This design comes from an exercise in tuning for small area, a short achievable clock period and few clock cycles per item on the open sky130 flow, not from production work. In this exercise RTL edits were held to simulation tests only and were not proved equivalent to the original. Power is estimated from default activity; no workload was simulated.

==> design/flow/design.v <==
module melendez_mult (rst, clk, multiplier, multiplicand, product, done);
	input rst, clk;
	input [31:0] multiplier, multiplicand;
	wire [31:0] multiplier, multiplicand;
	output [63:0] product;
	output done;							 
	reg [63:0] product;
	reg [63:0] internal_multiplicand;
	reg [31:0] internal_multiplier;
	reg [5:0] count;
	reg [3:0] state;
	parameter [3:0] init = 2'b00, add = 2'b01, shift = 2'b10, done_st = 2'b11;
	assign done = (state == done_st);
	always @(posedge clk)
      if (rst == 1) begin					 
			state <= init;				 
        end else begin
			case (state)				 
				init: begin
					count <= 0; product <= 0; 
					internal_multiplier <= multiplier; 
					internal_multiplicand <= multiplicand;			 
					if (multiplier[0] == 1) begin
						state <= add;				 
					end else if (multiplier[0] == 0)
						state <= shift;				 
				end
				add: begin
					product = product + internal_multiplicand;			 
					state <= shift;										 
				end
				shift: begin
					internal_multiplier = internal_multiplier >> 1;		 
					internal_multiplicand = internal_multiplicand << 1;	 
					count = count + 1;										 
                  if (((internal_multiplier [0] == 1) && (count < 32)))	 
						state <= add;
                  else if(((internal_multiplier [0] == 0) && (count < 32)))
						state <= shift;
					else if (count >= 32) begin									 
						state <= done_st;
					end
				end
				done_st: begin														 
                  if(rst == 1) begin
					state <= init;
					end else if(rst == 0) begin
					state <= done_st;
                  end
                end
				default: begin
					state <= init;
				end
			endcase
		end
endmodule
==> design/flow/run.sh <==
#!/bin/bash
# synth_recipe.tcl (not shown) runs the flow's synth.tcl, then flattens the netlist and writes it again
# the make line also repeats each setting of config.mk as NAME=value (left out here)
make -C /OpenROAD-flow-scripts/flow DESIGN_CONFIG=/design/flow/config.mk WORK_HOME=/design/flow/orfs CLKGATE_MAP_FILE= SYNTH_SCRIPT=/design/flow/synth_recipe.tcl finish
==> design/flow/config.mk <==
export PLATFORM = sky130hd
export DESIGN_NAME = melendez_mult
export DESIGN_NICKNAME = melendez_mult
export VERILOG_FILES = /design/flow/design.v
export SDC_FILE = /design/flow/constraint.sdc
export NUM_CORES = 4
export LEC_CHECK = 0
export CAP_MARGIN = 20
export CORE_MARGIN = 2
export CORE_UTILIZATION = 40
export SLEW_MARGIN = 20
==> design/flow/constraint.sdc <==
create_clock -name core_clock -period 5.0 [get_ports {clk}]
set_input_delay 1.0000 -clock core_clock [delete_from_list [all_inputs] [get_ports {clk}]]
set_output_delay 1.0000 -clock core_clock [all_outputs]
set_load 0.01 [all_outputs]
==> results.json <==
{
  "crit_chain": "ha_1 > fa_1 > a211oi_1 > o21bai_1 > a21oi_1 > a2111o_1 > a21oi_1 > or2_2 > a21boi_0 > xor2_1 > nor2_1",
  "io_pins": 131,
  "post_cts_buffers": 0,
  "synthXorXnorAreaFrac_pct": 3.85,
  "timing.critical_path.max_delay_family": "compound AO/OA/AOI/OAI gates",
  "rsz0062_at_grt": "no",
  "setup_ws_ns": 1.73,
  "worstMarginPinSlew_ns": 0.944,
  "max_slew_margin_pct": 37.1,
  "portBuffers": 130,
  "seqPwrFrac_pct": 41.5,
  "skew_ns": 0.0133,
  "std_cell_rows": 59,
  "grt_max_degree": 65,
  "synth_area_per_cell_sq_um": 9.67,
  "wl_um": 26000,
  "max-vdd-ir-drop_uv": 174,
  "worst_ep_arrival_time_ns": 3.44,
  "synth_nets": 1214,
  "drt-pass1-iter-count": 5,
  "cp_slowest_cell": "fa_1",
  "synth-simple-area-share_pct": 20.7,
  "grt_overflow": 0,
  "diodes": 0,
  "clk_latency_ns": 0.44,
  "synth_top_family_by_area": "simple AND/OR/NAND/NOR gates",
  "final_cell_mix": "nand2_1, edfxtp_1, clkdlybuf4s50_1, nor2_1, a21oi_1",
  "cts_root_buf": "clkbuf_16",
  "setup_violations": 0,
  "powerDensity_nw_per_um2": 339,
  "fmax_ghz": 0.306,
  "tritoncts": "built",
  "chipWidth_um": 166,
  "min_period_ns": 3.27,
  "tns_ns": 0,
  "crit_path_frequent_cell": "a21oi_1",
  "grt_pass1_wl_um": 42900,
  "htree_levels": 4,
  "finalHoldViolCount": 0,
  "cts_buffer_depth": 2,
  "synth.distinct_cells": 79,
  "drt_iter0_markers": 608,
  "clock-sinks": 167,
  "drcViolationCount": 0,
  "clk_pin_slew_ns": 0.08,
  "power.internal_uw": 2870,
  "ys_ff_latch": 167,
  "slowest_delay_ns": 0.43,
  "synthAdderAreaFrac_pct": 7.84,
  "cts_buffers": 17,
  "p_total_uw": 4290,
  "clkPwrFrac_pct": 31.0,
  "finalMaxSlewViolations": 0,
  "net-switching-power_uw": 1410,
  "critPathLaunchType": "flip-flop",
  "final_cells": 1540,
  "post-place-ws_ns": 1.73,
  "ys.flop_type": "edfxtp_1",
  "wl_per_cell_um": 16.9,
  "synth_compound_area_share_pct": 16.0,
  "dieArea_sq_um": 27500,
  "swShare_pct": 32.9,
  "grt_use_total_pct": 19.1,
  "status": "timing/DRC/antenna clean",
  "detail_route.vias_per_cell": 5.39,
  "hpwl_um": 19100,
  "ant_nets": 0,
  "synth_warnings": 1,
  "syn_area_sq_um": 10500,
  "min-delay-start": "internal_multiplier[13]",
  "fp.coreArea_sq_um": 25900,
  "post-route-period-util_pct": 65.4,
  "cts_resized": 0,
  "regToRegStartpoint": "product[0]",
  "cp_max_fo": 4,
  "grt_antenna_before_repair": 1,
  "crit_path_end_kind": "flip-flop",
  "synth_cells": 1083,
  "drv_cap": 0,
  "crit_buf_inv": 0,
  "placed_cells": 1508,
  "ys_seq_area_share_pct": 47.7,
  "grt_pass1_vias": 8260,
  "initial_core_util_pct": 40.4,
  "syn2layout_area_growth_pct": 20.8,
  "hold_buffers": 0,
  "cp.required_ns": 5.17,
  "fin_nets": 1323,
  "gp_congestion": 0.884,
  "synth_mux_area_share_pct": 0.669,
  "cp-startpoint": "product[0]",
  "layout_commonest_cell": "nand2_1",
  "synth_edf_count": 165,
  "final_layout_size_suffix_gt1_share_pct": 6.22,
  "critPathKind": "flip-flop to flip-flop",
  "p_comb_share_pct": 27.4,
  "worst_hold_path_type": "flip-flop to flip-flop",
  "async_flop_share_pct": 0,
  "vias": 8302,
  "die_h_um": 166,
  "leakage_uw": 0.00501
}
## registers in the layout (all words and copies together) (netlist names)
name / cells
count: 6
product: 64
internal_multiplier: 31
state: 2
internal_multiplicand: 64
## synthesized netlist by cell type (all sizes together) (4+ instances only)
master | count | area share [%]
nand2 | 251 | 9.0
edfxtp | 165 | 47
nor2 | 89 | 3.2
a21oi | 76 | 3.7
ha | 64 | 7.6
and2 | 47 | 2.8
o21ai | 42 | 2.0
clkbuf | 36 | 1.4
a21o | 33 | 2.4
xnor2 | 27 | 2.3
inv | 24 | 0.86
nand4 | 22 | 1.3
xor2 | 19 | 1.6
o21bai | 17 | 1.2
nand3 | 16 | 0.88
nor3 | 14 | 0.72
and3 | 13 | 0.79
a211oi | 12 | 0.96
o21a | 12 | 0.86
buf | 11 | 0.86
a31oi | 8 | 0.48
or2 | 8 | 0.48
mux2i | 7 | 0.67
o211ai | 7 | 0.55
nor2b | 6 | 0.36
or3 | 5 | 0.30
a2111oi | 4 | 0.75
nand2b | 4 | 0.24
## metal layers
metal	GRT usage, %	share of wire, %	vias up
li1	-	-	4111
met4	4.54	1.1	2
met3	5.03	6.2	25
met1	26.2	47	3955
met2	30.4	45	209
met5	0	0.050	-
## final timing paths
| path | endpoint | slack (ns) | depth (start not counted) |
|---|---|---|---|
| setup / recovery | product[32] | 1.73 | 11 |
| hold / removal | internal_multiplier[12] | 0.51 | 2 |
| setup reg to reg | product[32] | 1.73 | 11 |
| hold reg to reg | internal_multiplier[12] | 0.51 | 2 |
## stage by stage
step	utilization [%]	instance area [sq um]	hold slack (ns)
after CTS	48.8	12700	0.515
after detailed placement	46.5	12100	0.495
after global routing	48.8	12700	0.537
after floorplan	-	10500	0.484
final	48.8	12700	0.512
after global placement	46.5	12100	0.491
## cell families (layout without fill, tap and decap cells)
family | Yosys count | in the layout
buffers and inverters | 72 | 194
muxes | 7 | 7
xor gates and xnor gates | 46 | 46
DFF | 167 | 167
AOI/OAI and AO/OA | 242 | 242
adders and majority gates | 65 | 65
and+or+nand+nor | 484 | 484
## power groups by stage
stage          registers [uW]  logic (uW)  clock network [uW]
2_1_floorplan            1810         812                   0
3_3_place_gp             1810        1170                   0
3_5_place_dp             1810        1170                   0
4_1_cts                  1780        1180                1360
5_1_grt                  1790        1310                1410
6_report                 1780        1180                1330
## cell type report
type,count,area (sq um)
fill,2470,13300
multi-input combinational,844,5170
sequential,167,4990
timing repair buffer,138,1370
clock buffer,17,425
tap,335,419
clock inverter,15,179
inverter,24,90.1
## worst min-delay path: stages, from the launching register on
cell	delay (ns)
edfxtp_1	0.33
nand2_1	0.04
nand2_1	0.04
Testbench counts, summed over its fixed seeds: cycles 19,563, products 384.

==> static timing again, ports no longer ideal <==
How much do the figures lean on ideal ports? The routed layout below was timed once more, with nothing changed but the port constraints.
Step 1 assumes that a clkbuf_16 drives the clock port and a buf_2 every other input.
Step 2 moves the port delays by t, midway between the first and last clock arrival at a register: inputs arrive t later, outputs are due t later. That takes back most of the time a late clock gives input paths.
Three values: ideal ports, drivers, drivers and shift; two values: the first two.
shift t [ns]: 0.481
slack for setup (ns): 1.728 / 1.728 / 1.728
hold WS [ns]: 0.512 / 0.512 / 0.512
After both steps setup and hold are still met in this run. The setup slack of this run moves by 0.000 ns with the drivers and by 0.000 ns with both steps.
